This is an optimization exercise on Yosys and OpenROAD, whose aim is small area, not a production implementation.
At most, simulation tests tie the RTL to the original design; equivalence was not proved.
Power is estimated from default activity; no workload was simulated. The clock port is modelled as an ideal driver; clocking choices that lean on that would not hold on a real chip.

## run A
==> flow/design.v <==
`timescale 1ns / 1ps
module Comparator #(parameter WORD_WIDTH = 16)
						 (input [WORD_WIDTH-1: 0] mx, my, ka1, ka0,
						  output equal);
	localparam NP = 2 * WORD_WIDTH;
	localparam N3 = NP / 3;
	localparam NR = NP - 3 * N3;
	wire [NP-1: 0] f = {my, mx};
	wire [NP-1: 0] k = {ka0, ka1};
	wire [N3: 0] hit;
	genvar g;
	generate
		for (g = 0; g < N3; g = g + 1) begin : grp
			NoHit #(.N(3)) nh (.f(f[3*g +: 3]), .k(k[3*g +: 3]), .y(hit[g]));
		end
		if (NR > 0) begin : rest
			NoHit #(.N(NR)) nh (.f(f[NP-1: 3*N3]), .k(k[NP-1: 3*N3]), .y(hit[N3]));
		end else begin : none
			assign hit[N3] = 1'b1;
		end
	endgenerate
	assign equal = &hit;
endmodule
module NoHit #(parameter N = 3) (input [N-1: 0] f, k, output y);
	assign y = ~|(f & k);
endmodule
`timescale 1ns / 1ps
module TCAM #(parameter WORD_WIDTH = 16, parameter MEMORY_SIZE = 32)
				 (input [WORD_WIDTH-1: 0] A, K,
				  input [$clog2(MEMORY_SIZE)-1: 0] write_addr,
				  input read, write, reset, clk,
				  output reg [MEMORY_SIZE-1: 0] matched);
	wire wr = write & ~read;
	wire [WORD_WIDTH-1: 0] dx = K & ~A;
	wire [WORD_WIDTH-1: 0] dy = K & A;
	wire [WORD_WIDTH-1: 0] ka1 = K & A;
	wire [WORD_WIDTH-1: 0] ka0 = K & ~A;
	wire [MEMORY_SIZE-1: 0] equal;
	genvar i, b;
	generate
		for (i = 0; i < MEMORY_SIZE; i = i + 1) begin : entry
			reg [WORD_WIDTH-1: 0] mx, my;
			wire [WORD_WIDTH-1: 0] mx_d, my_d;
			wire sel  = wr & (write_addr == i);
			wire ldx = sel | ~reset;
			wire kpx = ~sel | ~reset;
			wire ldy = sel & reset;
			wire kpy = ~sel & reset;
			for (b = 0; b < WORD_WIDTH; b = b + 1) begin : col
				FlagHold hold (.ldx(ldx), .kpx(kpx), .ldy(ldy), .kpy(kpy),
				               .dx(dx[b]), .dy(dy[b]), .qx(mx[b]), .qy(my[b]),
				               .nx(mx_d[b]), .ny(my_d[b]));
			end
			always @(posedge clk) begin
				mx <= mx_d;
				my <= my_d;
			end
			Comparator #(.WORD_WIDTH(WORD_WIDTH)) comparator (.mx(mx), .my(my), .ka1(ka1), .ka0(ka0), .equal(equal[i]));
		end
	endgenerate
	always @(posedge clk) begin
		if (reset && read) matched <= equal;
	end
endmodule
module FlagHold (input ldx, kpx, ldy, kpy, dx, dy, qx, qy,
                 output nx, ny);
	assign nx = (ldx | qx) & (kpx | dx);
	assign ny = (ldy & dy) | (kpy & qy);
endmodule
export LEC_CHECK = 0
export CAP_MARGIN = 20
export CORE_MARGIN = 2
export CORE_UTILIZATION = 55
export SLEW_MARGIN = 20
export SYNTH_HIERARCHICAL = 1
export SYNTH_MINIMUM_KEEP_SIZE = 0
create_clock -name core_clock -period 5.0 [get_ports {clk}]
standard.sh (not shown) runs the stock make flow with config.mk's settings and CLKGATE_MAP_FILE= SYNTH_SCRIPT=/design/flow/synth_recipe.tcl, a recipe that flattens the netlist after the stock synthesis.
==> flow/flow/run.sh <==
#!/bin/bash
# The standard ORFS layout with a few changes:
#  - after the standard synthesis, combinational cells are reset to drive
#    strength 1 (flow/downsize.py); the placer's repair sizes up what needs it
#  - port buffers are buf_1 cells
#  - CTS clusters sinks into larger groups and inserts no dummy loads
# Each step's output goes to a log of its own here; ORFS keeps its own logs
# under orfs/logs.
set -euo pipefail
R=orfs/results/$FLOW_PLATFORM/TCAM/base
LIB=$FLOW_HOME/platforms/$FLOW_PLATFORM/lib/sky130_fd_sc_hd__tt_025C_1v80.lib

bash standard.sh synth > synth.log 2>&1
python3 flow/downsize.py "$LIB" "$R/1_2_yosys.v" > downsize.log 2>&1
rm -f "$R/1_synth.odb" "$R/1_synth.sdc"
bash standard.sh \
  BUFFER_PORTS_ARGS="-buffer_cell sky130_fd_sc_hd__buf_1" \
  CTS_ARGS="-sink_clustering_enable -repair_clock_nets -sink_clustering_size 30 -sink_clustering_max_diameter 80 -dont_use_dummy_load" \
  finish > standard.log 2>&1
==> flow/flow/downsize.py <==
#!/usr/bin/env python3
"""Replace each combinational cell of a mapped netlist by the drive-strength-1
variant of the same cell, where the library has one. Flip-flops are left
alone. The placer's repair steps size cells up again where slew, load or
timing need it.

usage: downsize.py LIBERTY NETLIST  (the netlist is rewritten in place)
"""
import re
import sys

lib, path = sys.argv[1], sys.argv[2]
cells = set(re.findall(r'cell\s*\(\s*"?(\w+)"?\s*\)', open(lib).read()))
keep = re.compile(r'sky130_fd_sc_hd__(s?e?df|dl|clk|conb|tap|fill|decap|diode)')
count = {}


def sub(m):
    name, base = m.group(0), m.group(1)
    if keep.match(name):
        return name
    small = base + '_1'
    if small == name or small not in cells:
        return name
    count[name] = count.get(name, 0) + 1
    return small


text = open(path).read()
text = re.sub(r'\b(sky130_fd_sc_hd__\w+?)_\d+\b(?=\s)', sub, text)
open(path, 'w').write(text)
for k in sorted(count):
    print(f'{k}: {count[k]} replaced')
Every stage of the flow completed for run A, and the final layout passed the timing, design-rule and antenna checks.
Edits applied to the flow inputs when going from run A to run B:
- CORE_UTILIZATION: 55 -> 45
==> flow/run.sh (new file) <==
#!/bin/bash
# synth_recipe.tcl (not shown) runs the flow's synth.tcl, then flattens the netlist and writes it again
# the make line also repeats each setting of config.mk as NAME=value (left out here)
make -C /OpenROAD-flow-scripts/flow DESIGN_CONFIG=/design/flow/config.mk WORK_HOME=/design/flow/orfs CLKGATE_MAP_FILE= SYNTH_SCRIPT=/design/flow/synth_recipe.tcl finish
removed: flow/flow/run.sh
removed: flow/flow/downsize.py
removed: flow/standard.sh
==> comparison <==
- Run B finished all stages; the layout is clean.
- Across both runs, share of the clock period used by the worst path after layout was higher for run B than for run A.
- Re pin slew with the least headroom to its limit: run B and run A aren't equal, and the higher value belongs to run A.
- Relative to run A, sequential share of layout area has gone down in run B.
- Diff run B and run A: path length in cells of the critical path lower in run B
- Final non-filler cell area for run B: 9.4% up relative to run A
Inputs modified between run B and run C:
- setting CTS_CLUSTER_DIAMETER to 150 for the first time
- changing CORE_UTILIZATION from 45 to 60
- setting CTS_CLUSTER_SIZE to 30 for the first time
==> flow/flow/run.sh (new file) <==
#!/bin/bash
# Standard ORFS layout with a few of its own settings changed:
#  - port buffers are buf_1 cells
#  - CTS clusters sinks into larger groups and inserts no dummy loads
#  - after global routing, cells on paths with slack are downsized
bash standard.sh \
  BUFFER_PORTS_ARGS="-buffer_cell sky130_fd_sc_hd__buf_1" \
  RECOVER_POWER=100 \
  CTS_ARGS="-sink_clustering_enable -repair_clock_nets -sink_clustering_size 30 -sink_clustering_max_diameter 150 -dont_use_dummy_load" \
  finish > standard.log 2>&1
==> flow/standard.sh (new file) <==
#!/bin/bash
# synth_recipe.tcl (not shown) runs the flow's synth.tcl, then flattens the netlist and writes it again
# the make line also repeats each setting of config.mk as NAME=value (left out here)
make -C /OpenROAD-flow-scripts/flow DESIGN_CONFIG=/design/flow/config.mk WORK_HOME=/design/flow/orfs CLKGATE_MAP_FILE= SYNTH_SCRIPT=/design/flow/synth_recipe.tcl "${@:-finish}"
removed: flow/run.sh
### Flow results
- Status run C: flow complete, layout not clean - max-capacitance violations, max-slew violations
- Via count of the first global-routing pass came out lower on run C than on run B.
- Against run B, run C comes in 0.56% lower on multi-input gate area in the final layout.
- [run C vs run B] number of slew-limit violations in the final report: higher in run C
- On required arrival time at the worst endpoint: run C sits below run B.
- According to the power report, total power for run C is lower than for run B.
- Any difference in synthesized area between run C and run B is small enough to ignore.
- Non-clock buffer count shrinks by more than 10% when moving from run B to run C.
- Run C: fraction of power spent switching nets 1.1 points above run B
- Highest routing layer actually used = met4: run B; highest routing layer actually used = met5: run C
- Compared with run B, run C ends up with less cell area.
Function was not checked in any run of this note: the RTL went through the layout flow alone.

* * *

TCAM, a different RTL version from the one above (not shown whole).
Size: ~73 I/O pins, about 36,000 um^2 of cells after synthesis.
==> flow/config.mk <==
export PLATFORM = sky130hd
export DESIGN_NAME = TCAM
export DESIGN_NICKNAME = TCAM
export VERILOG_FILES = /design/flow/design.v
export SDC_FILE = /design/flow/constraint.sdc
export NUM_CORES = 4
export LEC_CHECK = 0
export CAP_MARGIN = 5
export CORE_MARGIN = 2
export CORE_UTILIZATION = 65
export SLEW_MARGIN = 5
export SYNTH_HIERARCHICAL = 1
export SYNTH_MINIMUM_KEEP_SIZE = 0
==> flow/constraint.sdc <==
create_clock -name core_clock -period 5.0 [get_ports {clk}]
set_input_delay 1.0000 -clock core_clock [delete_from_list [all_inputs] [get_ports {clk}]]
set_output_delay 1.0000 -clock core_clock [all_outputs]
set_load 0.01 [all_outputs]
==> flow/flow/run.sh <==
#!/bin/bash
# The standard ORFS layout with a few changes:
#  - after the standard synthesis, combinational cells are reset to drive
#    strength 1 (flow/downsize.py); the placer's repair sizes up what needs it
#  - port buffers are buf_1 cells
#  - CTS clusters sinks into larger groups and inserts no dummy loads
# Each step's output goes to a log of its own here; ORFS keeps its own logs
# under orfs/logs.
set -euo pipefail
R=orfs/results/$FLOW_PLATFORM/TCAM/base
LIB=$FLOW_HOME/platforms/$FLOW_PLATFORM/lib/sky130_fd_sc_hd__tt_025C_1v80.lib

bash standard.sh synth > synth.log 2>&1
python3 flow/downsize.py "$LIB" "$R/1_2_yosys.v" > downsize.log 2>&1
rm -f "$R/1_synth.odb" "$R/1_synth.sdc"
bash standard.sh \
  BUFFER_PORTS_ARGS="-buffer_cell sky130_fd_sc_hd__buf_1" \
  CTS_ARGS="-sink_clustering_enable -repair_clock_nets -sink_clustering_size 30 -sink_clustering_max_diameter 80 -dont_use_dummy_load" \
  finish > standard.log 2>&1
==> flow/flow/downsize.py <==
#!/usr/bin/env python3
"""Replace each combinational cell of a mapped netlist by the drive-strength-1
variant of the same cell, where the library has one. Flip-flops are left
alone. The placer's repair steps size cells up again where slew, load or
timing need it.

usage: downsize.py LIBERTY NETLIST  (the netlist is rewritten in place)
"""
import re
import sys

lib, path = sys.argv[1], sys.argv[2]
cells = set(re.findall(r'cell\s*\(\s*"?(\w+)"?\s*\)', open(lib).read()))
keep = re.compile(r'sky130_fd_sc_hd__(s?e?df|dl|clk|conb|tap|fill|decap|diode)')
count = {}


def sub(m):
    name, base = m.group(0), m.group(1)
    if keep.match(name):
        return name
    small = base + '_1'
    if small == name or small not in cells:
        return name
    count[name] = count.get(name, 0) + 1
    return small


text = open(path).read()
text = re.sub(r'\b(sky130_fd_sc_hd__\w+?)_\d+\b(?=\s)', sub, text)
open(path, 'w').write(text)
for k in sorted(count):
    print(f'{k}: {count[k]} replaced')
Next try:
CAP_MARGIN = 0   (was 5)
CORE_UTILIZATION = 55   (was 65)
SLEW_MARGIN = 0   (was 5)
Outcome: Routed wire length climbs by a few percent; utilization drops by 10 points; cell area climbs slightly; via count drops slightly; fmax climbs slightly; clock skew drops by 3.5 ps.
Next try:
CORE_UTILIZATION = 65   (was 55)
Result:
- global-route usage went up by 4.7 points
- setup slack is worse by 53 ps
- worst hold slack stays flat
- clock-buffer cell count is lower by 2
- routed wire length falls by a few percent
- design area is lower slightly
- maximum frequency came out lower slightly
- sequential share of layout area went up by 0.18 points
- utilization came out higher by 10 points
- clock power goes down slightly
- die area went down by about a fifth
Next try:
CORE_UTILIZATION = 60   (was 65)
PLACE_DENSITY = 0.85   (was not set)
Power shrinks slightly.
Global-route usage decreases by 4.0 points.
Critical path depth does not change.
Cell count climbs slightly.
Combinational power hardly moves.
Maximum frequency went up by a few percent.
Utilization goes down by 5.1 points.
Final area stays flat.
Clock skew fell by 17 ps.
Die area went up by a little under a tenth.

-- separate check: timing with driven ports --
How much do the figures lean on ideal ports? The routed layouts below were timed once more, with nothing changed but the port constraints. Step 1 assumes that a clkbuf_16 drives the clock port and a buf_2 every other input. Step 2 also shifts input and output timing later by t, the mid clock arrival at the registers, as if the neighbouring blocks saw the same clock. a / b / c = ideal ports / drivers / drivers and shift; a / b = the first two.
run | t, ns | setup slack, ns | worst register clock-pin slew, ns
run A | 0.686 | 1.729 / 1.726 / 1.040 | 0.11 / 0.11
run B | 0.733 | 1.425 / 1.426 / 0.693 | 0.06 / 0.06
run C | 0.659 | 0.975 / 1.016 / 0.356 | 0.12 / 0.12
the first run of note 2 | 0.680 | 1.531 / 1.480 / 0.800 | 0.11 / 0.11
the second run of note 2 | 0.681 | 1.584 / 1.535 / 0.854 | 0.12 / 0.12
the third run of note 2 | 0.680 | 1.531 / 1.480 / 0.800 | 0.11 / 0.11
the fourth run of note 2 | 0.681 | 1.628 / 1.567 / 0.886 | 0.11 / 0.11
For the fourth run of note 2, which loses most, drivers alone change the setup slack by -0.061 ns; drivers and shift together by -0.742 ns.
